Source: an optimization exercise on an open RTL-to-GDS flow (aim: small area, a short achievable clock period and few clock cycles). Production flows keep margins and buffers that such runs may drop. Only simulation tests tie the RTL to the original design; equivalence was not proved. No activity file was given, so power comes from the tool's default toggle rates.

<file path="constraint.sdc">
create_clock -name core_clock -period 12.0 [get_ports {clk}]
set_input_delay 2.4000 -clock core_clock [delete_from_list [all_inputs] [get_ports {clk}]]
set_output_delay 2.4000 -clock core_clock [all_outputs]
set_load 0.01 [all_outputs]
</file>
<file path="config.mk">
export PLATFORM = sky130hd
export DESIGN_NAME = top_arrhythmia
export DESIGN_NICKNAME = top_arrhythmia
export VERILOG_FILES = /design/flow/design.v
export SDC_FILE = /design/flow/constraint.sdc
export NUM_CORES = 4
export LEC_CHECK = 0
export ABC_AREA = 1
export CAP_MARGIN = 20
export CORE_MARGIN = 2
export CORE_UTILIZATION = 40
export PLACE_DENSITY = 0.6
export SLEW_MARGIN = 20
</file>
<file path="design.v">
module top_arrhythmia #(parameter BITSIZE = 16) (
    input wire  clk,
    input wire  reset,
    input wire  [BITSIZE*10-1:0]   x,
    output wire [BITSIZE*6-1:0]    out_intermediate,
    output wire [BITSIZE*1-1:0] out_zvar,
    output wire [BITSIZE*1-1:0] out_zmean,
    output wire [BITSIZE*1-1:0] out_sampling,
    output wire [BITSIZE*6-1:0]    out_hidden_classifier,
    output wire [BITSIZE*2-1:0]    y,
    output wire done_flag_out
);
    reg [5:0] tr;
    reg       done;
    reg [24:0] osel;
    function [24:0] srcdec(input [5:0] t);
        begin
            srcdec = 25'd0;
            case (t)
                6'd0: srcdec[0] = 1'b1;
                6'd1: srcdec[1] = 1'b1;
                6'd2: srcdec[2] = 1'b1;
                6'd3: srcdec[3] = 1'b1;
                6'd4: srcdec[4] = 1'b1;
                6'd5: srcdec[5] = 1'b1;
                6'd6: srcdec[6] = 1'b1;
                6'd7: srcdec[7] = 1'b1;
                6'd8: srcdec[8] = 1'b1;
                6'd9: srcdec[9] = 1'b1;
                6'd10: srcdec[0] = 1'b1;
                6'd11: srcdec[1] = 1'b1;
                6'd12: srcdec[2] = 1'b1;
                6'd13: srcdec[3] = 1'b1;
                6'd14: srcdec[4] = 1'b1;
                6'd15: srcdec[5] = 1'b1;
                6'd16: srcdec[6] = 1'b1;
                6'd17: srcdec[7] = 1'b1;
                6'd18: srcdec[8] = 1'b1;
                6'd19: srcdec[9] = 1'b1;
                6'd20: srcdec[0] = 1'b1;
                6'd21: srcdec[1] = 1'b1;
                6'd22: srcdec[2] = 1'b1;
                6'd23: srcdec[3] = 1'b1;
                6'd24: srcdec[4] = 1'b1;
                6'd25: srcdec[5] = 1'b1;
                6'd26: srcdec[6] = 1'b1;
                6'd27: srcdec[7] = 1'b1;
                6'd28: srcdec[8] = 1'b1;
                6'd29: srcdec[9] = 1'b1;
                6'd30: srcdec[10] = 1'b1;
                6'd31: srcdec[11] = 1'b1;
                6'd32: srcdec[12] = 1'b1;
                6'd33: srcdec[13] = 1'b1;
                6'd34: srcdec[14] = 1'b1;
                6'd35: srcdec[15] = 1'b1;
                6'd38: srcdec[23] = 1'b1;
                6'd39: srcdec[22] = 1'b1;
                6'd40: srcdec[22] = 1'b1;
                6'd41: srcdec[24] = 1'b1;
                6'd42: srcdec[20] = 1'b1;
                6'd43: srcdec[19] = 1'b1;
                6'd44: srcdec[18] = 1'b1;
                6'd45: srcdec[17] = 1'b1;
                6'd46: srcdec[16] = 1'b1;
                default: ;
            endcase
        end
    endfunction
    reg preload, acc_en, ylast, zwe, h1we0, h1we1, h1we2, h3we0, h3we1, h3we2;
    reg [7:0] bsel;    
    function [7:0] bdec(input [5:0] t);
        begin
            bdec = {t == 6'd43, t == 6'd42, t == 6'd41, t == 6'd40, t == 6'd32, t == 6'd22, t == 6'd12, t == 6'd2};
        end
    endfunction
    function [9:0] ctldec(input [5:0] t);
        begin
            ctldec = {t == 6'd2 | t == 6'd12 | t == 6'd22 | t == 6'd32 | t == 6'd40 | t == 6'd41 | t == 6'd42 | t == 6'd43,
                      (t >= 6'd2) && (t <= 6'd49),
                      t == 6'd49, t == 6'd38,
                      t == 6'd12, t == 6'd22, t == 6'd32,
                      t == 6'd41, t == 6'd42, t == 6'd43};
        end
    endfunction
    always @(posedge clk or posedge reset) begin
        if (reset) begin
            tr   <= 6'd1;
            done <= 1'b0;
            osel <= srcdec(6'd1);
            {preload, acc_en, ylast, zwe, h1we0, h1we1, h1we2, h3we0, h3we1, h3we2} <= ctldec(6'd1);
            bsel <= bdec(6'd1);
        end else if (!done) begin
            tr   <= tr + 6'd1;
            osel <= srcdec(tr + 6'd1);
            {preload, acc_en, ylast, zwe, h1we0, h1we1, h1we2, h3we0, h3we1, h3we2} <= ctldec(tr + 6'd1);
            bsel <= bdec(tr + 6'd1);
            if (tr == 6'd49) done <= 1'b1;
        end
    end
    assign done_flag_out = done;
    reg [14:0] h1_0, h1_1, h1_2, h1_3, h1_4, h1_5;
    reg [14:0] h3_0, h3_1, h3_2, h3_3, h3_4, h3_5;
    reg [15:0] zmean_r, zvar_r;
    reg        zsign_r;
    reg [15:0] accA, accB;
    reg        accfA, accfB;
    wire [15:0] vA, vB;
    wire        sA, sB;
    wire [14:0] mA, mB, rA, rB;
    wire [15:0] opa_n =
        ({16{osel[0]}} & x[0 +: 16]) |
        ({16{osel[1]}} & x[16 +: 16]) |
        ({16{osel[2]}} & x[32 +: 16]) |
        ({16{osel[3]}} & x[48 +: 16]) |
        ({16{osel[4]}} & x[64 +: 16]) |
        ({16{osel[5]}} & x[80 +: 16]) |
        ({16{osel[6]}} & x[96 +: 16]) |
        ({16{osel[7]}} & x[112 +: 16]) |
        ({16{osel[8]}} & x[128 +: 16]) |
        ({16{osel[9]}} & x[144 +: 16]) |
        ({16{osel[10]}} & {1'b0, h1_0}) |
        ({16{osel[11]}} & {1'b0, h1_1}) |
        ({16{osel[12]}} & {1'b0, h1_2}) |
        ({16{osel[13]}} & {1'b0, h1_3}) |
        ({16{osel[14]}} & {1'b0, h1_4}) |
        ({16{osel[15]}} & {1'b0, h1_5}) |
        ({16{osel[16]}} & {1'b0, h3_0}) |
        ({16{osel[17]}} & {1'b0, h3_1}) |
        ({16{osel[18]}} & {1'b0, h3_2}) |
        ({16{osel[19]}} & {1'b0, h3_3}) |
        ({16{osel[20]}} & {1'b0, h3_4}) |
        ({16{osel[21]}} & {1'b0, h3_5}) |
        ({16{osel[22]}} & zmean_r) |
        ({16{osel[23]}} & {sA, mA}) |
        ({16{osel[24]}} & {1'b0, rA});
    reg [21:0] romA_sel;
    always @(*) begin
        case (tr)
            6'd0: romA_sel = 22'h0507b0;
            6'd1: romA_sel = 22'h071c06;
            6'd2: romA_sel = 22'h015780;
            6'd3: romA_sel = 22'h010a08;
            6'd4: romA_sel = 22'h010700;
            6'd5: romA_sel = 22'h050da4;
            6'd6: romA_sel = 22'h02508c;
            6'd7: romA_sel = 22'h041900;
            6'd8: romA_sel = 22'h030426;
            6'd9: romA_sel = 22'h251319;
            6'd10: romA_sel = 22'h021108;
            6'd11: romA_sel = 22'h045980;
            6'd12: romA_sel = 22'h049096;
            6'd13: romA_sel = 22'h021208;
            6'd14: romA_sel = 22'h210600;
            6'd15: romA_sel = 22'h028492;
            6'd16: romA_sel = 22'h059b09;
            6'd17: romA_sel = 22'h08a525;
            6'd18: romA_sel = 22'h2543b8;
            6'd19: romA_sel = 22'h04c7b0;
            6'd20: romA_sel = 22'h004082;
            6'd21: romA_sel = 22'h00c988;
            6'd22: romA_sel = 22'h235584;
            6'd23: romA_sel = 22'h049114;
            6'd24: romA_sel = 22'h200101;
            6'd25: romA_sel = 22'h065c82;
            6'd26: romA_sel = 22'h268d25;
            6'd27: romA_sel = 22'h0aeba8;
            6'd28: romA_sel = 22'h28ad20;
            6'd29: romA_sel = 22'h009b80;
            6'd30: romA_sel = 22'h201004;
            6'd31: romA_sel = 22'h206180;
            6'd32: romA_sel = 22'h0246a0;
            6'd33: romA_sel = 22'h227b88;
            6'd34: romA_sel = 22'h202c01;
            6'd35: romA_sel = 22'h2cbf80;
            6'd38: romA_sel = 22'h2306a0;
            6'd39: romA_sel = 22'h02910d;
            6'd40: romA_sel = 22'h043901;
            6'd41: romA_sel = 22'h282621;
            6'd42: romA_sel = 22'h248c23;
            6'd43: romA_sel = 22'h219780;
            6'd44: romA_sel = 22'h046390;
            6'd45: romA_sel = 22'h0a3610;
            6'd46: romA_sel = 22'h22920b;
            default: romA_sel = 22'h000000;
        endcase
    end
    reg [21:0] romB_sel;
    always @(*) begin
        case (tr)
            6'd0: romB_sel = 22'h041012;
            6'd1: romB_sel = 22'h249496;
            6'd2: romB_sel = 22'h000601;
            6'd3: romB_sel = 22'h025580;
            6'd4: romB_sel = 22'h2a2d21;
            6'd5: romB_sel = 22'h008807;
            6'd6: romB_sel = 22'h01d380;
            6'd7: romB_sel = 22'h22cf80;
            6'd8: romB_sel = 22'h241a02;
            6'd9: romB_sel = 22'h005280;
            6'd10: romB_sel = 22'h02409c;
            6'd11: romB_sel = 22'h211780;
            6'd12: romB_sel = 22'h0440b2;
            6'd13: romB_sel = 22'h20d988;
            6'd14: romB_sel = 22'h015a8a;
            6'd15: romB_sel = 22'h22180a;
            6'd16: romB_sel = 22'h069c07;
            6'd17: romB_sel = 22'h200001;
            6'd18: romB_sel = 22'h22890d;
            6'd19: romB_sel = 22'h02080a;
            6'd20: romB_sel = 22'h218b08;
            6'd21: romB_sel = 22'h0448a4;
            6'd22: romB_sel = 22'h250aa0;
            6'd23: romB_sel = 22'h035584;
            6'd24: romB_sel = 22'h051298;
            6'd25: romB_sel = 22'h20dd80;
            6'd26: romB_sel = 22'h029388;
            6'd27: romB_sel = 22'h240434;
            6'd28: romB_sel = 22'h05529a;
            6'd29: romB_sel = 22'h045e82;
            6'd30: romB_sel = 22'h241cc0;
            6'd31: romB_sel = 22'h2b3711;
            6'd32: romB_sel = 22'h213a09;
            6'd33: romB_sel = 22'h22100a;
            6'd34: romB_sel = 22'h29aba8;
            6'd35: romB_sel = 22'h01408e;
            6'd38: romB_sel = 22'h28f380;
            6'd39: romB_sel = 22'h0ab780;
            6'd40: romB_sel = 22'h2aa0be;
            6'd41: romB_sel = 22'h05cba0;
            6'd42: romB_sel = 22'h01cb88;
            6'd43: romB_sel = 22'h22001a;
            6'd44: romB_sel = 22'h22822b;
            6'd45: romB_sel = 22'h231600;
            6'd46: romB_sel = 22'h028721;
            default: romB_sel = 22'h000000;
        endcase
    end
    reg [15:0] opa;
    reg [21:0] romA, romB;
    always @(posedge clk) begin
        opa  <= reset ? x[15:0] : opa_n;
        romA <= reset ? 22'h0507b0 : romA_sel;
        romB <= reset ? 22'h041012 : romB_sel;
    end
    wire [29:11] svA_n, cvA_n, svB_n, cvB_n;
    wire        clA_n, clB_n;
    booth_pp ppA (.m(opa[14:0]), .r(romA[20:0]), .sv(svA_n), .cv(cvA_n), .cl(clA_n));
    booth_pp ppB (.m(opa[14:0]), .r(romB[20:0]), .sv(svB_n), .cv(cvB_n), .cl(clB_n));
    reg [29:11] svA, cvA, svB, cvB;
    reg         clA, clB;
    reg        sgA2, sgB2;
    always @(posedge clk) begin
        svA <= svA_n; cvA <= cvA_n; clA <= clA_n;
        svB <= svB_n; cvB <= cvB_n; clB <= clB_n;
        sgA2 <= opa[15] ^ romA[21];
        sgB2 <= opa[15] ^ romB[21];
    end
    wire [15:0] qA_n, qB_n;
    booth_fin finA (.sv(svA), .cv(cvA), .cl(clA), .sg(sgA2), .q(qA_n));
    booth_fin finB (.sv(svB), .cv(cvB), .cl(clB), .sg(sgB2), .q(qB_n));
    reg [15:0] qA, qB;
    reg        qcA, qcB;
    always @(posedge clk) begin
        qA <= qA_n;
        qB <= qB_n;
        qcA <= sgA2;
        qcB <= sgB2;
    end
    wire [15:0] biasA = ({16{bsel[0]}} & 16'h05e4) |
        ({16{bsel[1]}} & 16'hff75) |
        ({16{bsel[2]}} & 16'hffb8) |
        ({16{bsel[3]}} & 16'hffbb) |
        ({16{bsel[4]}} & 16'h014c) |
        ({16{bsel[5]}} & 16'hfe27) |
        ({16{bsel[6]}} & 16'h0511) |
        ({16{bsel[7]}} & 16'h04f3);
    wire biasA_s = bsel[1] | bsel[2] | bsel[3] | bsel[5];
    wire [15:0] biasB = ({16{bsel[0]}} & 16'hff89) |
        ({16{bsel[1]}} & 16'hfec6) |
        ({16{bsel[2]}} & 16'hfdf5) |
        ({16{bsel[3]}} & 16'he6b6) |
        ({16{bsel[4]}} & 16'h0205) |
        ({16{bsel[5]}} & 16'h03b6) |
        ({16{bsel[6]}} & 16'h019d) |
        ({16{bsel[7]}} & 16'hfb0d);
    wire biasB_s = bsel[0] | bsel[1] | bsel[2] | bsel[3] | bsel[7];
    sat_acc accuA (.acc(accA), .accf(accfA), .q(qA), .qc(qcA), .v(vA), .s(sA), .mag(mA), .relu(rA));
    sat_acc accuB (.acc(accB), .accf(accfB), .q(qB), .qc(qcB), .v(vB), .s(sB), .mag(mB), .relu(rB));
    always @(posedge clk) begin
        if (reset) begin
            accA <= 16'h0000; accB <= 16'h0000; accfA <= 1'b0; accfB <= 1'b0;
            zmean_r <= 16'h0000; zvar_r <= 16'h0000; zsign_r <= 1'b0;
            h1_0 <= 15'd0; h1_1 <= 15'd0; h1_2 <= 15'd0; h1_3 <= 15'd0; h1_4 <= 15'd0; h1_5 <= 15'd0;
            h3_0 <= 15'd0; h3_1 <= 15'd0; h3_2 <= 15'd0; h3_3 <= 15'd0; h3_4 <= 15'd0; h3_5 <= 15'd0;
        end else begin
            if (acc_en) begin
                accA  <= preload ? biasA : ylast ? {sA, mA} : vA;
                accB  <= preload ? biasB : ylast ? {sB, mB} : vB;
                accfA <= preload ? biasA_s : sA;
                accfB <= preload ? biasB_s : sB;
            end
            if (h1we0) begin h1_0 <= rA; h1_1 <= rB; end
            if (h1we1) begin h1_2 <= rA; h1_3 <= rB; end
            if (h1we2) begin h1_4 <= rA; h1_5 <= rB; end
            if (zwe) begin
                zmean_r <= {sA, mA};
                zsign_r <= vA[15];
                zvar_r  <= {sB, mB};
            end
            if (h3we0) begin h3_5 <= rA; h3_4 <= rB; end
            if (h3we1) begin h3_3 <= rA; h3_2 <= rB; end
            if (h3we2) begin h3_1 <= rA; h3_0 <= rB; end
        end
    end
    assign out_intermediate = {1'b0, h1_5, 1'b0, h1_4, 1'b0, h1_3, 1'b0, h1_2, 1'b0, h1_1, 1'b0, h1_0};
    assign out_hidden_classifier = {1'b0, h3_5, 1'b0, h3_4, 1'b0, h3_3, 1'b0, h3_2, 1'b0, h3_1, 1'b0, h3_0};
    assign out_zmean = zmean_r;
    assign out_zvar = zvar_r;
    assign out_sampling = {zsign_r, zmean_r[14:0]};
    assign y = {accA, accB};
endmodule
module booth_pp (
    input  wire [14:0] m,
    input  wire [20:0] r,
    output wire [29:11] sv,
    output wire [29:11] cv,
    output wire        cl
);
    wire [6:0] ng  = r[20:14];
    wire [6:0] one = r[13:7];
    wire [6:0] two = r[6:0];
    wire [16:0] x0 = (({17{one[0]}} & {2'b00, m}) | ({17{two[0]}} & {1'b0, m, 1'b0})) ^ {17{ng[0]}};
    wire [16:0] x1 = (({17{one[1]}} & {2'b00, m}) | ({17{two[1]}} & {1'b0, m, 1'b0})) ^ {17{ng[1]}};
    wire [16:0] x2 = (({17{one[2]}} & {2'b00, m}) | ({17{two[2]}} & {1'b0, m, 1'b0})) ^ {17{ng[2]}};
    wire [16:0] x3 = (({17{one[3]}} & {2'b00, m}) | ({17{two[3]}} & {1'b0, m, 1'b0})) ^ {17{ng[3]}};
    wire [16:0] x4 = (({17{one[4]}} & {2'b00, m}) | ({17{two[4]}} & {1'b0, m, 1'b0})) ^ {17{ng[4]}};
    wire [16:0] x5 = (({17{one[5]}} & {2'b00, m}) | ({17{two[5]}} & {1'b0, m, 1'b0})) ^ {17{ng[5]}};
    wire [15:0] x6 = ({16{one[6]}} & {1'b0, m}) | ({16{two[6]}} & {m, 1'b0});
    wire w1 = x0[10] ^ x1[8];
    wire w2 = x0[10] & x1[8];
    wire w3 = x0[11] ^ x1[9];
    wire w4 = x0[11] & x1[9];
    wire w5 = x0[12] ^ x1[10] ^ x2[8];
    wire w6 = (x0[12] & x1[10]) | (x0[12] & x2[8]) | (x1[10] & x2[8]);
    wire w7 = x0[13] ^ x1[11] ^ x2[9];
    wire w8 = (x0[13] & x1[11]) | (x0[13] & x2[9]) | (x1[11] & x2[9]);
    wire w9 = x0[14] ^ x1[12] ^ x2[10];
    wire w10 = (x0[14] & x1[12]) | (x0[14] & x2[10]) | (x1[12] & x2[10]);
    wire w11 = x0[15] ^ x1[13] ^ x2[11];
    wire w12 = (x0[15] & x1[13]) | (x0[15] & x2[11]) | (x1[13] & x2[11]);
    wire w13 = ~x0[16] ^ x1[14] ^ x2[12];
    wire w14 = (~x0[16] & x1[14]) | (~x0[16] & x2[12]) | (x1[14] & x2[12]);
    wire w15 = x3[10] ^ x4[8];
    wire w16 = x3[10] & x4[8];
    wire w17 = x1[15] ^ x2[13] ^ x3[11];
    wire w18 = (x1[15] & x2[13]) | (x1[15] & x3[11]) | (x2[13] & x3[11]);
    wire w19 = x4[9] ^ x5[7];
    wire w20 = x4[9] & x5[7];
    wire w21 = ~x1[16] ^ x2[14] ^ x3[12];
    wire w22 = (~x1[16] & x2[14]) | (~x1[16] & x3[12]) | (x2[14] & x3[12]);
    wire w23 = x2[15] ^ x3[13];
    wire w24 = x2[15] & x3[13];
    wire w25 = x0[6] ^ x1[4];
    wire w26 = x0[6] & x1[4];
    wire w27 = x0[7] ^ x1[5];
    wire w28 = x0[7] & x1[5];
    wire w29 = x0[8] ^ x1[6] ^ x2[4];
    wire w30 = (x0[8] & x1[6]) | (x0[8] & x2[4]) | (x1[6] & x2[4]);
    wire w31 = x3[2] ^ x4[0];
    wire w32 = x3[2] & x4[0];
    wire w33 = x0[9] ^ x1[7] ^ x2[5];
    wire w34 = (x0[9] & x1[7]) | (x0[9] & x2[5]) | (x1[7] & x2[5]);
    wire w35 = x3[3] ^ x4[1];
    wire w36 = x3[3] & x4[1];
    wire w37 = w1 ^ x2[6] ^ x3[4];
    wire w38 = (w1 & x2[6]) | (w1 & x3[4]) | (x2[6] & x3[4]);
    wire w39 = x4[2] ^ x5[0] ^ ng[5];
    wire w40 = (x4[2] & x5[0]) | (x4[2] & ng[5]) | (x5[0] & ng[5]);
    wire w41 = w2 ^ w3 ^ x2[7];
    wire w42 = (w2 & w3) | (w2 & x2[7]) | (w3 & x2[7]);
    wire w43 = x3[5] ^ x4[3] ^ x5[1];
    wire w44 = (x3[5] & x4[3]) | (x3[5] & x5[1]) | (x4[3] & x5[1]);
    wire w45 = w4 ^ w5 ^ x3[6];
    wire w46 = (w4 & w5) | (w4 & x3[6]) | (w5 & x3[6]);
    wire w47 = x4[4] ^ x5[2] ^ x6[0];
    wire w48 = (x4[4] & x5[2]) | (x4[4] & x6[0]) | (x5[2] & x6[0]);
    wire w49 = w6 ^ w7 ^ x3[7];
    wire w50 = (w6 & w7) | (w6 & x3[7]) | (w7 & x3[7]);
    wire w51 = x4[5] ^ x5[3] ^ x6[1];
    wire w52 = (x4[5] & x5[3]) | (x4[5] & x6[1]) | (x5[3] & x6[1]);
    wire w53 = w8 ^ w9 ^ x3[8];
    wire w54 = (w8 & w9) | (w8 & x3[8]) | (w9 & x3[8]);
    wire w55 = x4[6] ^ x5[4] ^ x6[2];
    wire w56 = (x4[6] & x5[4]) | (x4[6] & x6[2]) | (x5[4] & x6[2]);
    wire w57 = w10 ^ w11 ^ x3[9];
    wire w58 = (w10 & w11) | (w10 & x3[9]) | (w11 & x3[9]);
    wire w59 = x4[7] ^ x5[5] ^ x6[3];
    wire w60 = (x4[7] & x5[5]) | (x4[7] & x6[3]) | (x5[5] & x6[3]);
    wire w61 = w12 ^ w13 ^ w15;
    wire w62 = (w12 & w13) | (w12 & w15) | (w13 & w15);
    wire w63 = x5[6] ^ x6[4] ^ 1'b1;
    wire w64 = (x5[6] & x6[4]) | (x5[6] & 1'b1) | (x6[4] & 1'b1);
    wire w65 = w14 ^ w16 ^ w17;
    wire w66 = (w14 & w16) | (w14 & w17) | (w16 & w17);
    wire w67 = w19 ^ x6[5] ^ 1'b1;
    wire w68 = (w19 & x6[5]) | (w19 & 1'b1) | (x6[5] & 1'b1);
    wire w69 = w18 ^ w20 ^ w21;
    wire w70 = (w18 & w20) | (w18 & w21) | (w20 & w21);
    wire w71 = x4[10] ^ x5[8] ^ x6[6];
    wire w72 = (x4[10] & x5[8]) | (x4[10] & x6[6]) | (x5[8] & x6[6]);
    wire w73 = w22 ^ w23 ^ x4[11];
    wire w74 = (w22 & w23) | (w22 & x4[11]) | (w23 & x4[11]);
    wire w75 = x5[9] ^ x6[7] ^ 1'b1;
    wire w76 = (x5[9] & x6[7]) | (x5[9] & 1'b1) | (x6[7] & 1'b1);
    wire w77 = w24 ^ ~x2[16] ^ x3[14];
    wire w78 = (w24 & ~x2[16]) | (w24 & x3[14]) | (~x2[16] & x3[14]);
    wire w79 = x4[12] ^ x5[10] ^ x6[8];
    wire w80 = (x4[12] & x5[10]) | (x4[12] & x6[8]) | (x5[10] & x6[8]);
    wire w81 = x3[15] ^ x4[13] ^ x5[11];
    wire w82 = (x3[15] & x4[13]) | (x3[15] & x5[11]) | (x4[13] & x5[11]);
    wire w83 = x6[9] ^ 1'b1;
    wire w84 = x6[9] & 1'b1;
    wire w85 = ~x3[16] ^ x4[14] ^ x5[12];
    wire w86 = (~x3[16] & x4[14]) | (~x3[16] & x5[12]) | (x4[14] & x5[12]);
    wire w87 = x4[15] ^ x5[13];
    wire w88 = x4[15] & x5[13];
    wire w89 = x0[4] ^ x1[2];
    wire w90 = x0[4] & x1[2];
    wire w91 = x0[5] ^ x1[3];
    wire w92 = x0[5] & x1[3];
    wire w93 = w25 ^ x2[2] ^ x3[0];
    wire w94 = (w25 & x2[2]) | (w25 & x3[0]) | (x2[2] & x3[0]);
    wire w95 = w26 ^ w27 ^ x2[3];
    wire w96 = (w26 & w27) | (w26 & x2[3]) | (w27 & x2[3]);
    wire w97 = w28 ^ w29 ^ w31;
    wire w98 = (w28 & w29) | (w28 & w31) | (w29 & w31);
    wire w99 = w30 ^ w32 ^ w33;
    wire w100 = (w30 & w32) | (w30 & w33) | (w32 & w33);
    wire w101 = w34 ^ w36 ^ w37;
    wire w102 = (w34 & w36) | (w34 & w37) | (w36 & w37);
    wire w103 = w38 ^ w40 ^ w41;
    wire w104 = (w38 & w40) | (w38 & w41) | (w40 & w41);
    wire w105 = w42 ^ w44 ^ w45;
    wire w106 = (w42 & w44) | (w42 & w45) | (w44 & w45);
    wire w107 = w46 ^ w48 ^ w49;
    wire w108 = (w46 & w48) | (w46 & w49) | (w48 & w49);
    wire w109 = w50 ^ w52 ^ w53;
    wire w110 = (w50 & w52) | (w50 & w53) | (w52 & w53);
    wire w111 = w54 ^ w56 ^ w57;
    wire w112 = (w54 & w56) | (w54 & w57) | (w56 & w57);
    wire w113 = w58 ^ w60 ^ w61;
    wire w114 = (w58 & w60) | (w58 & w61) | (w60 & w61);
    wire w115 = w62 ^ w64 ^ w65;
    wire w116 = (w62 & w64) | (w62 & w65) | (w64 & w65);
    wire w117 = w66 ^ w68 ^ w69;
    wire w118 = (w66 & w68) | (w66 & w69) | (w68 & w69);
    wire w119 = w70 ^ w72 ^ w73;
    wire w120 = (w70 & w72) | (w70 & w73) | (w72 & w73);
    wire w121 = w74 ^ w76 ^ w77;
    wire w122 = (w74 & w76) | (w74 & w77) | (w76 & w77);
    wire w123 = w78 ^ w80 ^ w81;
    wire w124 = (w78 & w80) | (w78 & w81) | (w80 & w81);
    wire w125 = w82 ^ w84 ^ w85;
    wire w126 = (w82 & w84) | (w82 & w85) | (w84 & w85);
    wire w127 = w86 ^ w87 ^ x6[11];
    wire w128 = (w86 & w87) | (w86 & x6[11]) | (w87 & x6[11]);
    wire w129 = w88 ^ ~x4[16] ^ x5[14];
    wire w130 = (w88 & ~x4[16]) | (w88 & x5[14]) | (~x4[16] & x5[14]);
    wire w131 = x5[15] ^ x6[13];
    wire w132 = x5[15] & x6[13];
    wire w133 = x0[2] ^ x1[0];
    wire w134 = x0[2] & x1[0];
    wire w135 = x0[3] ^ x1[1];
    wire w136 = x0[3] & x1[1];
    wire w137 = w89 ^ x2[0] ^ ng[2];
    wire w138 = (w89 & x2[0]) | (w89 & ng[2]) | (x2[0] & ng[2]);
    wire w139 = w90 ^ w91 ^ x2[1];
    wire w140 = (w90 & w91) | (w90 & x2[1]) | (w91 & x2[1]);
    wire w141 = w92 ^ w93 ^ ng[3];
    wire w142 = (w92 & w93) | (w92 & ng[3]) | (w93 & ng[3]);
    wire w143 = w94 ^ w95 ^ x3[1];
    wire w144 = (w94 & w95) | (w94 & x3[1]) | (w95 & x3[1]);
    wire w145 = w96 ^ w97 ^ ng[4];
    wire w146 = (w96 & w97) | (w96 & ng[4]) | (w97 & ng[4]);
    wire w147 = w98 ^ w99 ^ w35;
    wire w148 = (w98 & w99) | (w98 & w35) | (w99 & w35);
    wire w149 = w100 ^ w101 ^ w39;
    wire w150 = (w100 & w101) | (w100 & w39) | (w101 & w39);
    wire w151 = w102 ^ w103 ^ w43;
    wire w152 = (w102 & w103) | (w102 & w43) | (w103 & w43);
    wire w153 = w104 ^ w105 ^ w47;
    wire w154 = (w104 & w105) | (w104 & w47) | (w105 & w47);
    wire w155 = w106 ^ w107 ^ w51;
    wire w156 = (w106 & w107) | (w106 & w51) | (w107 & w51);
    wire w157 = w108 ^ w109 ^ w55;
    wire w158 = (w108 & w109) | (w108 & w55) | (w109 & w55);
    wire w159 = w110 ^ w111 ^ w59;
    wire w160 = (w110 & w111) | (w110 & w59) | (w111 & w59);
    wire w161 = w112 ^ w113 ^ w63;
    wire w162 = (w112 & w113) | (w112 & w63) | (w113 & w63);
    wire w163 = w114 ^ w115 ^ w67;
    wire w164 = (w114 & w115) | (w114 & w67) | (w115 & w67);
    wire w165 = w116 ^ w117 ^ w71;
    wire w166 = (w116 & w117) | (w116 & w71) | (w117 & w71);
    wire w167 = w118 ^ w119 ^ w75;
    wire w168 = (w118 & w119) | (w118 & w75) | (w119 & w75);
    wire w169 = w120 ^ w121 ^ w79;
    wire w170 = (w120 & w121) | (w120 & w79) | (w121 & w79);
    wire w171 = w122 ^ w123 ^ w83;
    wire w172 = (w122 & w123) | (w122 & w83) | (w123 & w83);
    wire w173 = w124 ^ w125 ^ x6[10];
    wire w174 = (w124 & w125) | (w124 & x6[10]) | (w125 & x6[10]);
    wire w175 = w126 ^ w127 ^ 1'b1;
    wire w176 = (w126 & w127) | (w126 & 1'b1) | (w127 & 1'b1);
    wire w177 = w128 ^ w129 ^ x6[12];
    wire w178 = (w128 & w129) | (w128 & x6[12]) | (w129 & x6[12]);
    wire w179 = w130 ^ w131 ^ 1'b1;
    wire w180 = (w130 & w131) | (w130 & 1'b1) | (w131 & 1'b1);
    wire w181 = w132 ^ ~x5[16] ^ x6[14];
    wire w182 = (w132 & ~x5[16]) | (w132 & x6[14]) | (~x5[16] & x6[14]);
    wire w183 = x6[15] ^ 1'b1;
    wire w184 = x6[15] & 1'b1;
    wire [10:0] sl, cvl;
    assign sl[0] = x0[0];
    assign cvl[0] = ng[0];
    assign sl[1] = x0[1];
    assign cvl[1] = 1'b0;
    assign sl[2] = w133;
    assign cvl[2] = ng[1];
    assign sl[3] = w134;
    assign cvl[3] = w135;
    assign sl[4] = w136;
    assign cvl[4] = w137;
    assign sl[5] = w138;
    assign cvl[5] = w139;
    assign sl[6] = w140;
    assign cvl[6] = w141;
    assign sl[7] = w142;
    assign cvl[7] = w143;
    assign sl[8] = w144;
    assign cvl[8] = w145;
    assign sl[9] = w146;
    assign cvl[9] = w147;
    assign sl[10] = w148;
    assign cvl[10] = w149;
    assign sv[11] = w150;
    assign cv[11] = w151;
    assign sv[12] = w152;
    assign cv[12] = w153;
    assign sv[13] = w154;
    assign cv[13] = w155;
    assign sv[14] = w156;
    assign cv[14] = w157;
    assign sv[15] = w158;
    assign cv[15] = w159;
    assign sv[16] = w160;
    assign cv[16] = w161;
    assign sv[17] = w162;
    assign cv[17] = w163;
    assign sv[18] = w164;
    assign cv[18] = w165;
    assign sv[19] = w166;
    assign cv[19] = w167;
    assign sv[20] = w168;
    assign cv[20] = w169;
    assign sv[21] = w170;
    assign cv[21] = w171;
    assign sv[22] = w172;
    assign cv[22] = w173;
    assign sv[23] = w174;
    assign cv[23] = w175;
    assign sv[24] = w176;
    assign cv[24] = w177;
    assign sv[25] = w178;
    assign cv[25] = w179;
    assign sv[26] = w180;
    assign cv[26] = w181;
    assign sv[27] = w182;
    assign cv[27] = w183;
    assign sv[28] = w184;
    assign cv[28] = 1'b1;
    assign sv[29] = 1'b1;
    assign cv[29] = 1'b0;
    wire [10:0] g0 = sl & cvl;
    wire [10:0] p0 = sl | cvl;
    wire [10:0] g1, p1;
    assign g1[0] = g0[0];
    assign p1[0] = p0[0];
    assign g1[1] = g0[1] | (p0[1] & g0[0]);
    assign p1[1] = p0[1] & p0[0];
    assign g1[2] = g0[2] | (p0[2] & g0[1]);
    assign p1[2] = p0[2] & p0[1];
    assign g1[3] = g0[3] | (p0[3] & g0[2]);
    assign p1[3] = p0[3] & p0[2];
    assign g1[4] = g0[4] | (p0[4] & g0[3]);
    assign p1[4] = p0[4] & p0[3];
    assign g1[5] = g0[5] | (p0[5] & g0[4]);
    assign p1[5] = p0[5] & p0[4];
    assign g1[6] = g0[6] | (p0[6] & g0[5]);
    assign p1[6] = p0[6] & p0[5];
    assign g1[7] = g0[7] | (p0[7] & g0[6]);
    assign p1[7] = p0[7] & p0[6];
    assign g1[8] = g0[8] | (p0[8] & g0[7]);
    assign p1[8] = p0[8] & p0[7];
    assign g1[9] = g0[9] | (p0[9] & g0[8]);
    assign p1[9] = p0[9] & p0[8];
    assign g1[10] = g0[10] | (p0[10] & g0[9]);
    assign p1[10] = p0[10] & p0[9];
    wire [10:0] g2, p2;
    assign g2[0] = g1[0];
    assign p2[0] = p1[0];
    assign g2[1] = g1[1];
    assign p2[1] = p1[1];
    assign g2[2] = g1[2] | (p1[2] & g1[0]);
    assign p2[2] = p1[2] & p1[0];
    assign g2[3] = g1[3] | (p1[3] & g1[1]);
    assign p2[3] = p1[3] & p1[1];
    assign g2[4] = g1[4] | (p1[4] & g1[2]);
    assign p2[4] = p1[4] & p1[2];
    assign g2[5] = g1[5] | (p1[5] & g1[3]);
    assign p2[5] = p1[5] & p1[3];
    assign g2[6] = g1[6] | (p1[6] & g1[4]);
    assign p2[6] = p1[6] & p1[4];
    assign g2[7] = g1[7] | (p1[7] & g1[5]);
    assign p2[7] = p1[7] & p1[5];
    assign g2[8] = g1[8] | (p1[8] & g1[6]);
    assign p2[8] = p1[8] & p1[6];
    assign g2[9] = g1[9] | (p1[9] & g1[7]);
    assign p2[9] = p1[9] & p1[7];
    assign g2[10] = g1[10] | (p1[10] & g1[8]);
    assign p2[10] = p1[10] & p1[8];
    wire [10:0] g3, p3;
    assign g3[0] = g2[0];
    assign p3[0] = p2[0];
    assign g3[1] = g2[1];
    assign p3[1] = p2[1];
    assign g3[2] = g2[2];
    assign p3[2] = p2[2];
    assign g3[3] = g2[3];
    assign p3[3] = p2[3];
    assign g3[4] = g2[4] | (p2[4] & g2[0]);
    assign p3[4] = p2[4] & p2[0];
    assign g3[5] = g2[5] | (p2[5] & g2[1]);
    assign p3[5] = p2[5] & p2[1];
    assign g3[6] = g2[6] | (p2[6] & g2[2]);
    assign p3[6] = p2[6] & p2[2];
    assign g3[7] = g2[7] | (p2[7] & g2[3]);
    assign p3[7] = p2[7] & p2[3];
    assign g3[8] = g2[8] | (p2[8] & g2[4]);
    assign p3[8] = p2[8] & p2[4];
    assign g3[9] = g2[9] | (p2[9] & g2[5]);
    assign p3[9] = p2[9] & p2[5];
    assign g3[10] = g2[10] | (p2[10] & g2[6]);
    assign p3[10] = p2[10] & p2[6];
    wire [10:0] g4, p4;
    assign g4[0] = g3[0];
    assign p4[0] = p3[0];
    assign g4[1] = g3[1];
    assign p4[1] = p3[1];
    assign g4[2] = g3[2];
    assign p4[2] = p3[2];
    assign g4[3] = g3[3];
    assign p4[3] = p3[3];
    assign g4[4] = g3[4];
    assign p4[4] = p3[4];
    assign g4[5] = g3[5];
    assign p4[5] = p3[5];
    assign g4[6] = g3[6];
    assign p4[6] = p3[6];
    assign g4[7] = g3[7];
    assign p4[7] = p3[7];
    assign g4[8] = g3[8] | (p3[8] & g3[0]);
    assign p4[8] = p3[8] & p3[0];
    assign g4[9] = g3[9] | (p3[9] & g3[1]);
    assign p4[9] = p3[9] & p3[1];
    assign g4[10] = g3[10] | (p3[10] & g3[2]);
    assign p4[10] = p3[10] & p3[2];
    assign cl = g4[10];
endmodule
module booth_fin (
    input  wire [29:11] sv,
    input  wire [29:11] cv,
    input  wire        cl,
    input  wire        sg,
    output wire [15:0] q
);
    wire [29:11] p = sv + cv + {18'd0, cl};
    wire [15:0] qs = (|p[29:26]) ? 16'h7fff : {1'b0, p[25:11]};
    assign q = qs ^ {16{sg}};
endmodule
module sat_acc (
    input  wire [15:0] acc,
    input  wire        accf,
    input  wire [15:0] q,
    input  wire        qc,
    output wire [15:0] v,
    output wire        s,
    output wire [14:0] mag,
    output wire [14:0] relu
);
    wire [16:0] a17 = {acc[15], acc};
    wire [16:0] b17 = {q[15], q};
    wire [16:0] sum = a17 + b17 + {16'd0, qc};
    wire [16:0] nsum = ~a17 + ~b17 + {16'd0, ~qc} + 17'd1;
    wire [16:0] ax = a17 ^ b17;
    wire [16:0] ao = {a17[15:0] | b17[15:0], 1'b0};
    wire zero  = qc ? (&ax) : (ax == ao);
    wire zlow  = qc ? (&ax[14:0]) : (ax[14:0] == ao[14:0]);
    wire pos_ovf = ~sum[16] & sum[15];
    wire neg_ovf = sum[16] & (~sum[15] | zlow);
    assign v = pos_ovf ? 16'h7fff : neg_ovf ? 16'h8001 : sum[15:0];
    assign s = zero ? accf : sum[16];
    wire big = sum[16] ? nsum[15] : sum[15];
    assign mag  = big ? 15'h7fff : sum[16] ? nsum[14:0] : sum[14:0];
    assign relu = sum[16] ? 15'd0 : sum[15] ? 15'h7fff : sum[14:0];
endmodule
</file>
<file path="flow/margin">
8.4
</file>
<file path="flow/run.sh">
#!/bin/bash
# The standard layout (standard synthesis, floorplan, placement, CTS,
# routing) with two changes to how it is made; the SDC, the synthesis and
# every other step are the standard flow's own:
#  - ORFS's setup repair aims at a shorter period than the constraint's:
#    repair_timing gets a setup margin of flow/margin ns;
#  - the port buffers that buffer_ports inserts on every input and output
#    are sky130_fd_sc_hd__buf_1 (resized later as timing needs).
set -euo pipefail
export SETUP_SLACK_MARGIN=$(cat flow/margin)
export BUFFER_PORTS_ARGS="-buffer_cell sky130_fd_sc_hd__buf_1"
bash standard.sh > flow_standard.log 2>&1
</file>
<file path="standard.sh">
#!/bin/bash
# synth_recipe.tcl (not shown) runs the flow's synth.tcl, then flattens the netlist and writes it again
# the make line also repeats each setting of config.mk as NAME=value (left out here)
make -C /OpenROAD-flow-scripts/flow DESIGN_CONFIG=/design/flow/config.mk WORK_HOME=/design/flow/orfs CLKGATE_MAP_FILE= SYNTH_SCRIPT=/design/flow/synth_recipe.tcl "${@:-finish}"
</file>
==> impl_results.md, run 1 <==
- Status: no timing/DRC/antenna violations
- Htree depth: 2
- Fin Hold WS: 0.488 ns
- Worst path max stage delay: 0.41 ns
- Total track usage: 33.4%
- Slew Limit Fails: 0
- FF+latch count, synth: 451
- CP Launch Type: flop
- Leakage: 19.0 nW
- Most common library cell in the layout ignoring fill and taps: nand2_1
- Skew final: 0.0750 ns
- Vias in the first global route: 33,300
- Sink Count: 451
- CTS root buffer: clkbuf_16
- CP endpoint kind: primary output
- Synth unique cells: 70
- Vias/cell: 5.67
- Chip height: 297 um
- Filler Cell Count: 8,822
- EDFF count, synth: 0
- Initial antenna violation count: 8
- Peak VDD IR: 147 uV
- Cts hold-fix bufs: 0
- Final Hold Vio Count: 0
- HPWL Detailed: 117 mm
- WP data arrival: 1.31 ns
- CP Buf/Inv Count: 2
- DRT antenna net count: 0
- CTS max path bufs: 3
- DR iter-0 viols: 3,987
- Final #Nets: 5,583
- Port buffer count: 422
- Main synth FF type: dfxtp_1
- Yosys top cell area share: 23.8%
- Post-layout min period: 3.71 ns
- Io pins: 435
- Pwr dens: 224 nW/um2
- Core ar.: 85,000 um2
- Die ar.: 88,100 um2
- Max Clk Rate: 270 MHz
- Leading area contributor after synthesis: dfxtp_1
- Worst-path clk slew: 0.06 ns
- Mapped Cells: 4,812
- Worst path slowest cell: dfrtp_1
- Share of layout cells above drive strength 1: 13.3%
- Main area contributors after synthesis: dfxtp_1 (24%), nand2_1 (11%), fa_1 (8.2%)
- Hold Path Class: flop to flop
- First-pass GRT wire length: 223 mm
- Routed Wire Length: 153 mm
- CTS tree: built
- Site Rows: 107
- CP Class: flop to primary output
- CTS Buf Count: 53
- RePlAce Congestion: 1.03
- Max cap viols: 0
- Via count: 35,700
- Initial Util: 40.3%
- Later-pin clock latency in the skew report: 0.65 ns
- DR pass1 iterations: 8
- Req. time, crit path: 9.60 ns
- Register area share after synthesis: 27.0%
- Max-slew headroom at the worst pin: 24.2%
- Syn. warnings: 1
- Post-synth ARST share: 9.53%
- Final setup fails: 0
- Worst-Margin Slew: 1.14 ns
- Fin crit share: 30.9%
- Fin Setup TNS: 0 ns
- Family with the most delay on the worst path: flip-flops
- Crit path cell chain: buf_12 -> buf_6
- Worst-path fanout max: 2
- GRT overflow: 0
- Final routed DRC violation total: 0
- Post-Syn Area: 34,300 um2
- Synthesized area per cell: 7.13 um2
- Routed wire length per instance: 24.4 um
- Largest net degree at the start of global routing: 198
- Most frequent cells in the layout: nand2_1 (965), inv_1 (591), a21oi_1 (381)
- Die W: 297 um
- Area delta synth->final: 15.8%
- RSZ-0062 raised after global routing: yes
worst reg2reg max path: cells and delay by family (launching register included):
kind / cells / cell delay [ns]
fa+ha+maj: 1 / 0.40
simple gates: 4 / 1.02
compound gates: 2 / 0.38
flops: 1 / 0.81
buf+inv: 3 / 0.78
metal layers:
metal  part of all wire, %  GRT usage [%]  vias up
met5                 0.018              0        -
met4                   5.8           15.8        4
met3                   9.4           7.13      393
met2                    44           51.4     1919
met1                    41           44.4    17000
li1                      -              -    16400
what timing repair did:
action / CTS / global route
cloned: 1 / 2
pin swaps: 1 / 10
setup endpoints to repair: 335 / 189
gates resized for setup: 386 / 147
buffers inserted: 24 / 28
hold endpoints to repair: 0 / 0
flip-flops by register name (all words and copies together) (netlist names), 17 cells and up:
name / count
svB: 18
osel: 24
cvB: 17
svA: 17
romB: 21
romA: 20
worst paths after layout:
check	from	to	slack (ns)	depth (start not counted)
worst max-delay path	done	done_flag_out	8.29	2
worst min-delay path	zvar_r[14]	zvar_r[14]	0.49	2
worst max register to register	tr[0]	romB[11]	8.48	10
worst min register to register	zvar_r[14]	zvar_r[14]	0.49	2
max in group asynchronous	reset	tr[0]	9.15	3
min in group asynchronous	reset	osel[24]	2.07	2
cells in the mapped netlist (all sizes together), types with 37 or more instances:
library cell  instances
o21ai               409
xor2                233
clkbuf              228
dfxtp               408
a22o                 37
dfrtp                41
inv                 613
nor3                 42
o22ai               192
nor2                260
fa                  140
buf                  82
a21oi               387
nand3               221
nand4                77
nand2              1016
ha                  184
metrics by stage:
stage	util (%)	std cells	worst slack, ns	area, um2	power, mW
4_1_cts	46.0	6255	8.26	39100	8.75
3_5_place_dp	42.8	6131	7.18	36400	6.99
5_1_grt	46.7	6289	8.25	39700	9.44
6_report	46.7	6289	8.29	39700	8.92
3_3_place_gp	42.8	6131	7.14	36400	6.99
2_1_floorplan	-	4823	8.46	34300	5.26
cell type report:
type                    count  area (um2)  area share (%)
clock buffers              72        1470            3.70
inverters                 639        2500            6.30
flip-flops and latches    451        9540            24.0
repair buffers            529        2990            7.53
diodes                      4        10.0          0.0252
well taps                1144        1430            3.60
multi-input cells        3423       21400            53.9
clock inverters            27         347           0.873
power breakdown:
group          internal (mW)  switching, mW  total, mW  leakage, nW
sequential              1.69          0.169       1.86         3.98
combinational           1.50           3.85       5.36         14.2
clock                  0.977          0.721       1.70        0.882
total                   4.17           4.74       8.92         19.0
logic make-up after synthesis:
family	share of synthesized area, %
AND/OR/NAND/NOR	20.7
other	0.0109
flip-flops	27.0
XOR/XNOR	6.62
multiplexers	0.0949
adder cells (fa/ha/maj)	15.0
buffers and inverters	11.0
AO/OA/AOI/OAI	19.6
Testbench counts, summed over its fixed seeds: cycles 60,000.
==> run 2, diff against run 1 <==
==> flow/margin (replaced) <==
8.1
--- a/config.mk
+++ b/config.mk
@@ -5,7 +5,7 @@
 export SDC_FILE = /design/flow/constraint.sdc
 export NUM_CORES = 4
 export LEC_CHECK = 0
-export ABC_AREA = 1
+export ABC_CLOCK_PERIOD_IN_PS = 3000
 export CAP_MARGIN = 20
 export CORE_MARGIN = 2
 export CORE_UTILIZATION = 40
==> run 2 against run 1 <==
Net effect: die area fell by 0.45%; sequential share of layout area barely moved; via count fell by 5.5%; clock skew fell by 0.040 ns; cell area fell by 2.7%; total power rose by 11%; global-route usage fell by 0.90 points; utilization fell by 1.2 points; still clean; non-clock buffer count fell by 12.
==> impl_results.md, run 2 <==
- Top flop regs: osel: 24 flops, romB: 21 flops, romA: 20 flops
- Worst path slowest cell: dfxtp_1
- HPWL Detailed: 109 mm (-6.4%)
- Syn. warnings: 1 (unchanged)
- Core ar.: 84,900 um2 (-0.16%)
- GRT overflow: 0 (unchanged)
- Final setup fails: 0 (unchanged)
- Main synth FF type: dfxtp_1
- Synth unique cells: 106 (+51%)
- Fin Setup TNS: 0 ns (unchanged)
- Family with the most delay on the worst path: flip-flops
- Share of layout cells above drive strength 1: 7.37% (-6.0 points)
- DR iter-0 viols: 4,647 (+17%)
- CP Launch Type: flop
- Final worst slack: 8.04 ns (-0.258 ns)
- Total track usage: 32.5% (-0.90 points)
- RSZ-0062 raised after global routing: no
- DR pass1 iterations: 9 (+1)
- Area delta synth->final: 13.2%
- Most frequent cells in the layout: buf_1 (421), dfxtp_1 (395), nor2_1 (371)
- Fin crit share: 33.0% (+2.1 points)
- Filler Cell Count: 8,515 (-3.5%)
- Synthesized area per cell: 8.46 um2 (+19%)
- Crit path cell chain: buf_1
- Port buffer count: 422 (unchanged)
- Post-layout min period: 3.96 ns (+0.258 ns)
- Count leader, synth: dfxtp_1
- Vias/cell: 6.17 (+8.7%)
- CTS root buffer: clkbuf_16
- Fin Hold WS: 0.472 ns (-0.0152 ns)
- EDFF count, synth: 0 (unchanged)
- First-pass GRT wire length: 212 mm (-5.1%)
- Post-Layout Cell Count: 5,466 (-13%)
- CP Buf/Inv Count: 1 (-1)
- Final routed DRC violation total: 0 (unchanged)
- Most common library cell in the layout ignoring fill and taps: buf_1
- Placed Cells: 5,339 (-13%)
- Routed Wire Length: 147 mm (-4.1%)
- Max cap viols: 0 (unchanged)
- Area after DPL: 36,300 um2 (-0.20%)
- Register area share after synthesis: 27.1% (+0.12 points)
- Largest net degree at the start of global routing: 89 (-55%)
- Peak VDD IR: 260 uV (+77%)
- Post-synth ARST share: 9.53% (unchanged)
- Switching share of total power: 51.2% (-2.0 points)
- Io pins: 435 (unchanged)
- Max Clk Rate: 252 MHz (-6.5%)
- Design Power: 9.88 mW (+11%)
- Leakage: 14.6 nW (-23%)
- Worst-path fanout max: 4 (+2)
- FF+latch count, synth: 451 (unchanged)
- CTS Buf Count: 52 (-1.9%)
- Worst-path clk slew: 0.07 ns (about the same)
- Pint: 4.82 mW (+16%)
- CP endpoint kind: primary output
- Site Rows: 107 (unchanged)
- WP data arrival: 1.56 ns (+0.25 ns)
- Via count: 33,700 (-5.5%)
- Reg power frac: 19.0% (-1.9 points)
- Status: no timing/DRC/antenna violations
- RePlAce Congestion: 1.03 (-0.25%)
- Final Cell Area: 38,700 um2 (-2.7%)
- Power share of the combinational group: 63.5% (+3.4 points)
- Final Hold Vio Count: 0 (unchanged)
- Initial Util: 40.2% (-0.12 points)
- Hold Path Class: flop to flop
- Initial antenna violation count: 7 (-1)
- Pwr dens: 256 nW/um2 (+14%)
- Slew Limit Fails: 0 (unchanged)
- Synth top cells by count: dfxtp_1 (408), nor2_1 (373), inv_1 (291), a22oi_1 (272), nand2_1 (249)
- Req. time, crit path: 9.60 ns (about the same)
- Die ar.: 87,700 um2 (-0.45%)
- CP Class: flop to primary output
- Mapped Cells: 4,034 (-16%)
- Max-slew headroom at the worst pin: 22.2% (-2.0 points)
- Reg2Reg Setup Slack: 8.16 ns (-0.32 ns)
- Final #Nets: 4,760 (-15%)
- Htree depth: 2 (unchanged)
- DRT antenna net count: 0 (unchanged)
- Flip-flop count of the largest register after layout: 24 (unchanged)
- Vias in the first global route: 30,900 (-7.1%)
- Later-pin clock latency in the skew report: 0.65 ns (about the same)
- Clk pwr share: 17.5% (-1.6 points)
- Die W: 296 um (-0.23%)
- Most flops, register: osel
- Post-Syn Area: 34,100 um2 (-0.46%)
- Leading area contributor after synthesis: dfxtp_1
- Worst-Margin Slew: 1.17 ns (+0.0307 ns)
- Final Util: 45.5% (-1.2 points)
- Sink Count: 451 (unchanged)
- CTS max path bufs: 3 (unchanged)
- Routed wire length per instance: 26.9 um (+10%)
- Skew final: 0.0349 ns (-0.0401 ns)
- Worst path max stage delay: 0.70 ns (+0.29 ns)
- CTS tree: built
- Post-Place Worst Slack: 6.87 ns (-0.312 ns)
- Main area contributors after synthesis: dfxtp_1 (24%), fa_1 (8.2%), ha_1 (6.7%)
- Yosys top cell area share: 23.9% (+0.11 points)
- Chip height: 296 um (-0.23%)
- Sw Pwr: 5.06 mW (+6.6%)
## run 2: cell count changes in the layout (fill, tap and decap cells not counted), sizes merged, moves of 144 or more
cell / change
nand3: -156
xnor2: +220
mux2i: +186
inv: -307
a22oi: +267
o21ai: -245
xor2: -171
o22ai: -169
nand2: -765
a21oi: -144
## run 2: final timing paths
path,to,from,cells after the start
worst max-delay path,out_sampling[10],zmean_r[10],1
worst min-delay path,zvar_r[13],zvar_r[13],2
worst max register to register,accA[15],accA[14],12
worst min register to register,zvar_r[13],zvar_r[13],2
max in group asynchronous,done,reset,3
min in group asynchronous,tr[2],reset,2
## run 2: tightest hold or removal path, stage by stage (launching register included)
cell	delay [ns]
dfxtp_1	0.31
nand2b_1	0.06
a21oi_1	0.05
## run 2: final cells by class
| type | count | area, um2 | area share (%) |
|---|---|---|---|
| clock inverter | 19 | 245 | 0.634 |
| multi-input combinational | 2951 | 22600 | 58.4 |
| tap | 1144 | 1430 | 3.70 |
| clock buffer | 77 | 1600 | 4.13 |
| antenna | 6 | 15.0 | 0.0388 |
| sequential | 451 | 9280 | 24.0 |
| timing repair buffer | 517 | 2380 | 6.16 |
| inverter | 301 | 1130 | 2.93 |
## run 2: logic make-up after synthesis
| kind of cell | after synthesis | share of synthesized area, % |
|---|---|---|
| fa+ha+maj | 332 | 15.2 |
| xor+xnor | 306 | 7.87 |
| mux | 193 | 5.73 |
| buf+inv | 645 | 7.62 |
| other cells | 1 | 0.0110 |
| flops | 451 | 27.1 |
| compound gates | 1146 | 23.7 |
| simple gates | 960 | 12.8 |
## run 2: layer usage
layer	track usage [%]	part of all wire, %	vias up
li1	-	-	14700
met1	45.6	42	16300
met2	46.5	41	2252
met3	9.41	12	438
met4	12.4	4.6	8
met5	0.998	0.13	-
## run 2: power by group through the flow
stage | logic (mW) | registers, mW | clock network (mW)
after global routing | 6.62 | 1.89 | 1.80
after CTS | 5.87 | 1.87 | 1.74
after floorplan | 3.83 | 1.84 | 0
after detailed placement | 5.71 | 1.90 | 0
after global placement | 5.70 | 1.90 | 0
final | 6.28 | 1.88 | 1.73
## run 2: repair_timing
| action | CTS | global route |
|---|---|---|
| pin swaps | 1 | 4 |
| gates resized for setup | 20 | 48 |
| setup buffers | 4 | 18 |
| setup endpoints to repair | 78 | 91 |
| cloned | 2 | 1 |
| hold buffers | 0 | 0 |
==> run 3, diff against run 2 <==
==> flow/margin (replaced) <==
8.3
==> run 3 against run 2 <==
Net effect: via count increased by 0.95%; sequential cell count unchanged; setup slack improved by 0.24 ns; register-to-register slack improved by 0.17 ns; first-iteration DRC count increased by 1.2%; hold slack got worse by 0.0012 ns; combinational power increased by 3.5%; fmax increased by 6.4%; area after synthesis unchanged; sequential share of layout area decreased by 0.050 points; largest power group unchanged.
==> impl_results.md, run 3 <==
- Design Power: 10.1 mW (+1.8%)
- Via count: 34,000 (+0.95%)
- Final #Nets: 4,781 (+0.44%)
- Most frequent cells in the layout: buf_1 (389), nor2_1 (371), dfxtp_1 (340)
- Crit path cell chain: buf_2
- Port buffer count: 422 (unchanged)
- Synth top cells by count: dfxtp_1 (408), nor2_1 (373), inv_1 (291), a22oi_1 (272), nand2_1 (249)
- Main area contributors after synthesis: dfxtp_1 (24%), fa_1 (8.2%), ha_1 (6.7%)
- Routed wire length per instance: 27.7 um (+3.0%)
- Synthesized area per cell: 8.46 um2 (unchanged)
- Mapped Cells: 4,034 (unchanged)
- Top flop regs: osel: 24 flops, romB: 21 flops, romA: 20 flops
- Peak VDD IR: 253 uV (-2.6%)
- GRT overflow: 0 (unchanged)
- Yosys top cell area share: 23.9% (unchanged)
- Final setup fails: 0 (unchanged)
- Skew final: 0.0411 ns (+0.00627 ns)
- Fin crit share: 31.1% (-2.0 points)
- Total track usage: 32.9% (+0.42 points)
- Area delta synth->final: 14.7%
- Fin Hold WS: 0.471 ns (-0.00120 ns)
- Site Rows: 107 (unchanged)
- Vias in the first global route: 31,000 (+0.42%)
- Synth unique cells: 106 (unchanged)
- Final worst slack: 8.27 ns (+0.238 ns)
- Leading area contributor after synthesis: dfxtp_1
- Hold Path Class: flop to flop
- Most flops, register: osel
- Io pins: 435 (unchanged)
- Origin of the critical flop-to-flop path: accB[1]
- Die ar.: 87,700 um2 (unchanged)
- Htree depth: 2 (unchanged)
- Worst-Margin Slew: 1.06 ns (-0.104 ns)
- Min-delay src: zvar_r[10]
- First-pass GRT wire length: 214 mm (+0.73%)
- CP endpoint kind: primary output
- Initial antenna violation count: 12 (+5)
- CTS Buf Count: 52 (unchanged)
- Area after DPL: 36,400 um2 (+0.22%)
- Worst-path fanout max: 3 (-1)
- Vias/cell: 6.20 (+0.53%)
- FF-to-FF End: zvar_r[6]
- CTS tree: built
- Syn. warnings: 1 (unchanged)
- Count leader, synth: dfxtp_1
- Status: no timing/DRC/antenna violations
- Worst path max stage delay: 0.48 ns (-0.22 ns)
- Slew Limit Fails: 0 (unchanged)
- CTS max path bufs: 3 (unchanged)
- Routed Wire Length: 152 mm (+3.4%)
- HPWL Detailed: 112 mm (+2.3%)
- Post-layout min period: 3.73 ns (-0.238 ns)
- CP Buf/Inv Count: 1 (unchanged)
- Hold Path Cell Cnt: 2 (unchanged)
- Reg2Reg Setup Slack: 8.33 ns (+0.17 ns)
- DRT antenna net count: 0 (unchanged)
- Max Clk Rate: 268 MHz (+6.4%)
- Fin Setup TNS: 0 ns (unchanged)
- Final routed DRC violation total: 0 (unchanged)
- Filler Cell Count: 8,428 (-1.0%)
- Core ar.: 84,900 um2 (unchanged)
- Die W: 296 um (unchanged)
- FF+latch count, synth: 451 (unchanged)
- Reg2reg path depth: 12 (unchanged)
- Final Cell Area: 39,200 um2 (+1.3%)
- Max-slew headroom at the worst pin: 28.6% (+6.4 points)
- DR pass1 iterations: 7 (-2)
- CP Class: flop to primary output
- Largest net degree at the start of global routing: 137 (+54%)
- Req. time, crit path: 9.60 ns (about the same)
- Sink Count: 451 (unchanged)
- Flip-flop count of the largest register after layout: 24 (unchanged)
- RSZ-0062 raised after global routing: yes
- Worst path slowest cell: dfxtp_1
- DR iter-0 viols: 4,705 (+1.2%)
- Final Hold Vio Count: 0 (unchanged)
- Main synth FF type: dfxtp_1
- Register area share after synthesis: 27.1% (unchanged)
- RePlAce Congestion: 1.04 (+1.2%)
- EDFF count, synth: 0 (unchanged)
- Initial Util: 40.2% (unchanged)
- Family with the most delay on the worst path: flip-flops
- Worst-path clk slew: 0.06 ns (about the same)
- WP data arrival: 1.33 ns (-0.23 ns)
- Post-synth ARST share: 9.53% (unchanged)
- Pwr dens: 257 nW/um2 (+0.51%)
- Chip height: 296 um (unchanged)
- Post-Syn Area: 34,100 um2 (unchanged)
- Max cap viols: 0 (unchanged)
- CTS root buffer: clkbuf_16
- WP depth: 1 (unchanged)
- Most common library cell in the layout ignoring fill and taps: buf_1
- Share of layout cells above drive strength 1: 10.2% (+2.8 points)
- Later-pin clock latency in the skew report: 0.64 ns (about the same)
- CP Launch Type: flop
- Leakage: 14.9 nW (+1.8%)
- Post-Place Worst Slack: 7.15 ns (+0.280 ns)
- Hold endpoint: zvar_r[10]
-- run 3: cell count changes in the layout (fill, tap and decap cells not counted), sizes merged --
cell      previous run  this run
clkinvlp             7         6
bufinv               4         5
inv                301       300
diode                6        10
buf                516       523
clkinv               8         9
mux2i              187       186
bufbuf               1         0
clkbuf              77        91
-- run 3: how the worst max path moves through the flow --
| stage | start | end |
|---|---|---|
| floorplan | reset | h3_5[0] |
| global placement | reset | opa[6] |
| detailed placement | reset | opa[6] |
| CTS | reset | opa[6] |
| global route | tr[3] | preload |
| finish | h1_4[6] | out_intermediate[70] |
-- run 3: power by group --
group | switching, mW | internal (mW) | leakage, nW
clock | 0.711 | 0.979 | 0.856
sequential | 0.171 | 1.70 | 3.93
combinational | 4.30 | 2.21 | 10.1
total | 5.18 | 4.89 | 14.9
-- run 3: cells by family (layout without fill, tap and decap cells) --
logic type	Yosys count	after routing	share of synthesized area, %
multiplexers	193	193	5.73
flip-flops	451	451	27.1
buffers and inverters	645	934	7.62
XOR/XNOR	306	306	7.87
other	1	22	0.0110
AO/OA/AOI/OAI	1146	1146	23.7
adder cells (fa/ha/maj)	332	332	15.2
AND/OR/NAND/NOR	960	961	12.8
-- run 3: layout make-up --
cell class	instances	area (um2)	area share, %
antenna	10	25.0	0.0639
clock buffer	75	1500	3.82
clock inverter	19	284	0.725
inverter	301	1140	2.90
multi-input combinational	2950	22700	57.9
sequential	451	9380	24.0
tap	1144	1430	3.65
timing repair buffer	539	2750	7.02
-- run 3: metal layers --
| metal | global-route usage (%) | part of all wire [%] |
|---|---|---|
| met4 | 11.9 | 4.6 |
| met1 | 44.9 | 41 |
| met3 | 11.5 | 14 |
| met2 | 47.5 | 41 |
| met5 | 1.11 | 0.22 |
-- run 3: what timing repair did --
action                     in CTS  in global routing
pin swaps                       2                 11
cloned                          1                  6
gates resized for setup       120                101
hold buffers                    0                  0
setup endpoints to repair     235                137
setup buffers                   9                 19
-- run 3: metrics by stage --
step           instances  util (%)
2_1_floorplan       4045         -
3_3_place_gp        5350      42.9
3_5_place_dp        5350      42.9
4_1_cts             5454      45.5
5_1_grt             5481      46.1
6_report            5489      46.1
==> run 4, diff against run 3 <==
==> config.mk (replaced) <==
export PLATFORM = sky130hd
export DESIGN_NAME = top_arrhythmia
export DESIGN_NICKNAME = top_arrhythmia
export VERILOG_FILES = /design/flow/design.v
export SDC_FILE = /design/flow/constraint.sdc
export NUM_CORES = 4
export LEC_CHECK = 0
export ABC_AREA = 1
export CAP_MARGIN = 20
export CORE_MARGIN = 2
export CORE_UTILIZATION = 60
export PLACE_DENSITY = 0.8
export SLEW_MARGIN = 20
==> run 4 against run 3 <==
Net effect: cell count grew 6.8%; still clean; utilization grew 21 points; critical path type unchanged; highest routed layer unchanged; fmax shrank 1.4%.
==> impl_results.md, run 4 <==
- Site Rows: 87 (-19%)
- Status: no timing/DRC/antenna violations
- Chip height: 243 um (-18%)
- Vias in the first global route: 33,700 (+8.6%)
- Initial Util: 60.7% (+20 points)
- Port buffer count: 422 (unchanged)
- Max-slew headroom at the worst pin: 14.9% (-14 points)
- Io pins: 435 (unchanged)
- Grt met2 use: 70.1% (+23 points)
- Leakage: 18.0 nW (+21%)
- GRT overflow: 0 (unchanged)
- RePlAce Congestion: 1.10 (+5.4%)
- Post-layout min period: 3.78 ns (+0.0520 ns)
- Skew final: 0.0414 ns (+0.000273 ns)
- DRT antenna net count: 0 (unchanged)
- Hold Path Class: flop to flop
- Worst path slowest cell: buf_1
- WP data arrival: 1.38 ns (+0.05 ns)
- Fin crit share: 31.5% (+0.43 points)
- Most frequent cells in the layout: nand2_1 (968), inv_1 (596), buf_1 (387)
- Final worst slack: 8.22 ns (-0.0520 ns)
- CP Launch Type: flop
- Fin Setup TNS: 0 ns (unchanged)
- Max cap viols: 0 (unchanged)
- Req. time, crit path: 9.60 ns (about the same)
- Crit path cell chain: buf_1
- Initial antenna violation count: 10 (-2)
- Sink Count: 451 (unchanged)
- Die W: 243 um (-18%)
- Leading area contributor after synthesis: dfxtp_1
- Synth unique cells: 70 (-34%)
- Top flop regs: osel: 24 flops, romB: 21 flops, romA: 20 flops
- Main synth FF type: dfxtp_1
- EDFF count, synth: 0 (unchanged)
- Met1 Track Usage GR: 59.6% (+15 points)
- Slew Limit Fails: 0 (unchanged)
- Final #Nets: 5,547 (+16%)
- CTS tree: built
- HPWL Detailed: 109 mm (-2.1%)
- Worst-path fanout max: 3 (unchanged)
- Die ar.: 59,100 um2 (-33%)
- Via count: 37,100 (+8.9%)
- Family with the most delay on the worst path: buffers and inverters
- CP endpoint kind: primary output
- WP depth: 1 (unchanged)
- Grt met3 use: 17.3% (+5.8 points)
- DR pass1 iterations: 10 (+3)
- Yosys top cell area share: 23.8% (-0.11 points)
- CTS Buf Count: 50 (-3.8%)
- Count leader, synth: nand2_1
- Largest net degree at the start of global routing: 109 (-20%)
- Main area contributors after synthesis: dfxtp_1 (24%), nand2_1 (11%), fa_1 (8.2%)
- Htree depth: 2 (unchanged)
- CP Buf/Inv Count: 1 (unchanged)
- Routed wire length per instance: 25.1 um (-9.4%)
- Synthesized area per cell: 7.13 um2 (-16%)
- FF+latch count, synth: 451 (unchanged)
- Most flops, register: osel
- Peak VDD IR: 170 uV (-33%)
- Syn. warnings: 1 (unchanged)
- Synth top cells by count: nand2_1 (970), inv_1 (605), dfxtp_1 (408), o21ai_0 (383), a21oi_1 (381)
- CP Class: flop to primary output
- DR iter-0 viols: 5,453 (+16%)
- Pwr dens: 231 nW/um2 (-9.9%)
- Final routed DRC violation total: 0 (unchanged)
- Max Clk Rate: 265 MHz (-1.4%)
- Post-Place Worst Slack: 6.76 ns (-0.388 ns)
- Flip-flop count of the largest register after layout: 24 (unchanged)
- Final Hold Vio Count: 0 (unchanged)
- Core ar.: 56,500 um2 (-33%)
- Total track usage: 47.8% (+15 points)
- CTS root buffer: clkbuf_16
- Worst-path clk slew: 0.06 ns (about the same)
- CTS max path bufs: 3 (unchanged)
- Routed Wire Length: 147 mm (-3.3%)
- Post-Syn Area: 34,300 um2 (+0.46%)
- Worst path max stage delay: 0.39 ns (-0.09 ns)
- Mapped Cells: 4,812 (+19%)
- Reg2reg path depth: 18 (+6)
- Post-synth ARST share: 9.53% (unchanged)
- First-pass GRT wire length: 214 mm (about the same)
- Most common library cell in the layout ignoring fill and taps: nand2_1
- RSZ-0062 raised after global routing: yes
- Hold Path Cell Cnt: 2 (unchanged)
- Final setup fails: 0 (unchanged)
- Vias/cell: 6.32 (+2.0%)
- GRT busiest layer: met2
- Share of layout cells above drive strength 1: 6.97% (-3.2 points)
- Later-pin clock latency in the skew report: 0.64 ns (about the same)
- Worst-Margin Slew: 1.28 ns (+0.213 ns)
- Register area share after synthesis: 27.0% (-0.12 points)
- Area delta synth->final: 11.1%
==> run 4: cell count changes after synthesis, moves of 139 or more <==
cell / before / now
xnor2_1: 244 / 24
a22oi_1: 272 / 5
a21oi_1: 242 / 381
o21ai_0: 153 / 383
nand2_1: 249 / 970
nand3_1: 65 / 216
mux2i_1: 184 / 1
xor2_1: 61 / 232
o22ai_1: 22 / 192
inv_1: 291 / 605
==> run 4: metrics by stage <==
stage               power (mW)  cells  utilization, %  cell area, um2  hold WS (ns)
detailed placement        6.92   5733            63.4           35800         0.474
global placement          6.87   5733            63.4           35800         0.466
floorplan                 5.26   4823               -           34300         0.329
CTS                       8.51   5826            66.7           37700         0.489
finish                    8.81   5860            67.4           38100         0.484
global route              9.23   5853            67.4           38100         0.504
==> run 4: where the power goes <==
| group | total, mW | internal, mW | switching (mW) |
|---|---|---|---|
| clock network | 1.58 | 0.888 | 0.694 |
| logic | 5.40 | 1.48 | 3.91 |
| registers | 1.84 | 1.68 | 0.159 |
| total | 8.81 | 4.05 | 4.77 |
==> run 4: what timing repair did <==
item | 4_1_cts | 5_1_grt
setup buffers | 5 | 21
pin swaps | 0 | 3
resized for setup | 79 | 66
hold buffers | 0 | 0
setup endpoints to repair | 229 | 66
cloned | 2 | 4
==> run 4: cell type report <==
type,instances,area [um2]
tap,756,946
timing repair buffer,492,2280
sequential,451,9320
inverter,639,2480
antenna,9,22.5
multi-input combinational,3423,21300
clock buffer,62,1340
clock inverter,24,318
timing repair inverter,4,26.3
fill,4994,18400
==> run 4: kinds of logic after synthesis <==
logic type,after synthesis,synth area share [%]
other,1,0.0109
AO/OA/AOI/OAI,1172,19.6
buffers and inverters,949,11.0
multiplexers,3,0.0949
adder cells (fa/ha/maj),328,15.0
flip-flops,451,27.0
XOR/XNOR,257,6.62
AND/OR/NAND/NOR,1651,20.7
==> run 4: worst reg2reg max path, cell delays in order (launching register included) <==
cell and delay (ns):
dfxtp_1 0.58, inv_1 0.13, fa_1 0.45, inv_1 0.16, fa_1 0.26, nand3_1 0.09, nand3_1 0.15, nand2_1 0.09
nand2_2 0.10, nand3_2 0.07, nand2_2 0.09, nand2_4 0.16, inv_4 0.30, nand2_1 0.45, nand3_1 0.28, nand2_1 0.10
nand2_1 0.07, nand2_1 0.07, a21oi_1 0.11
==> run 4: final timing paths <==
| path | slack (ns) | startpoint | to |
|---|---|---|---|
| min reg2reg | 0.48 | zvar_r[13] | zvar_r[13] |
| min in group asynchronous | 2.29 | reset | osel[22] |
| max in group asynchronous | 9.14 | reset | bsel[1] |
| max | 8.22 | h3_2[1] | out_hidden_classifier[33] |
| min | 0.48 | zvar_r[13] | zvar_r[13] |
| max reg2reg | 8.24 | qB[15] | accB[5] |
==> run 4: metal layers <==
layer	wire length [um]	part of all wire, %
met1	52900	36
met4	12200	8.3
met2	60100	41
met3	21800	15
met5	139	0.095

separate check: timing with driven ports:
No port has a modelled driver above. Below, the same layouts with a new extraction and two added sets of constraints. Step 1, drivers: a clkbuf_16 drives clk and a buf_2 each remaining input, both assumed. Step 2 also shifts input and output timing later by t, the mid clock arrival at the registers, as if the neighbouring blocks saw the same clock. a / b / c = ideal / step 1 / step 2; a / b = the first two.
run | shift t [ns] | setup slack, ns
run 1 | 0.684 | 8.293 / 8.226 / 7.804
run 2 | 0.695 | 8.035 / 7.970 / 7.512
run 3 | 0.687 | 8.274 / 8.206 / 7.739
run 4 | 0.687 | 8.222 / 8.157 / 7.727
After both steps every run listed still meets setup and hold.
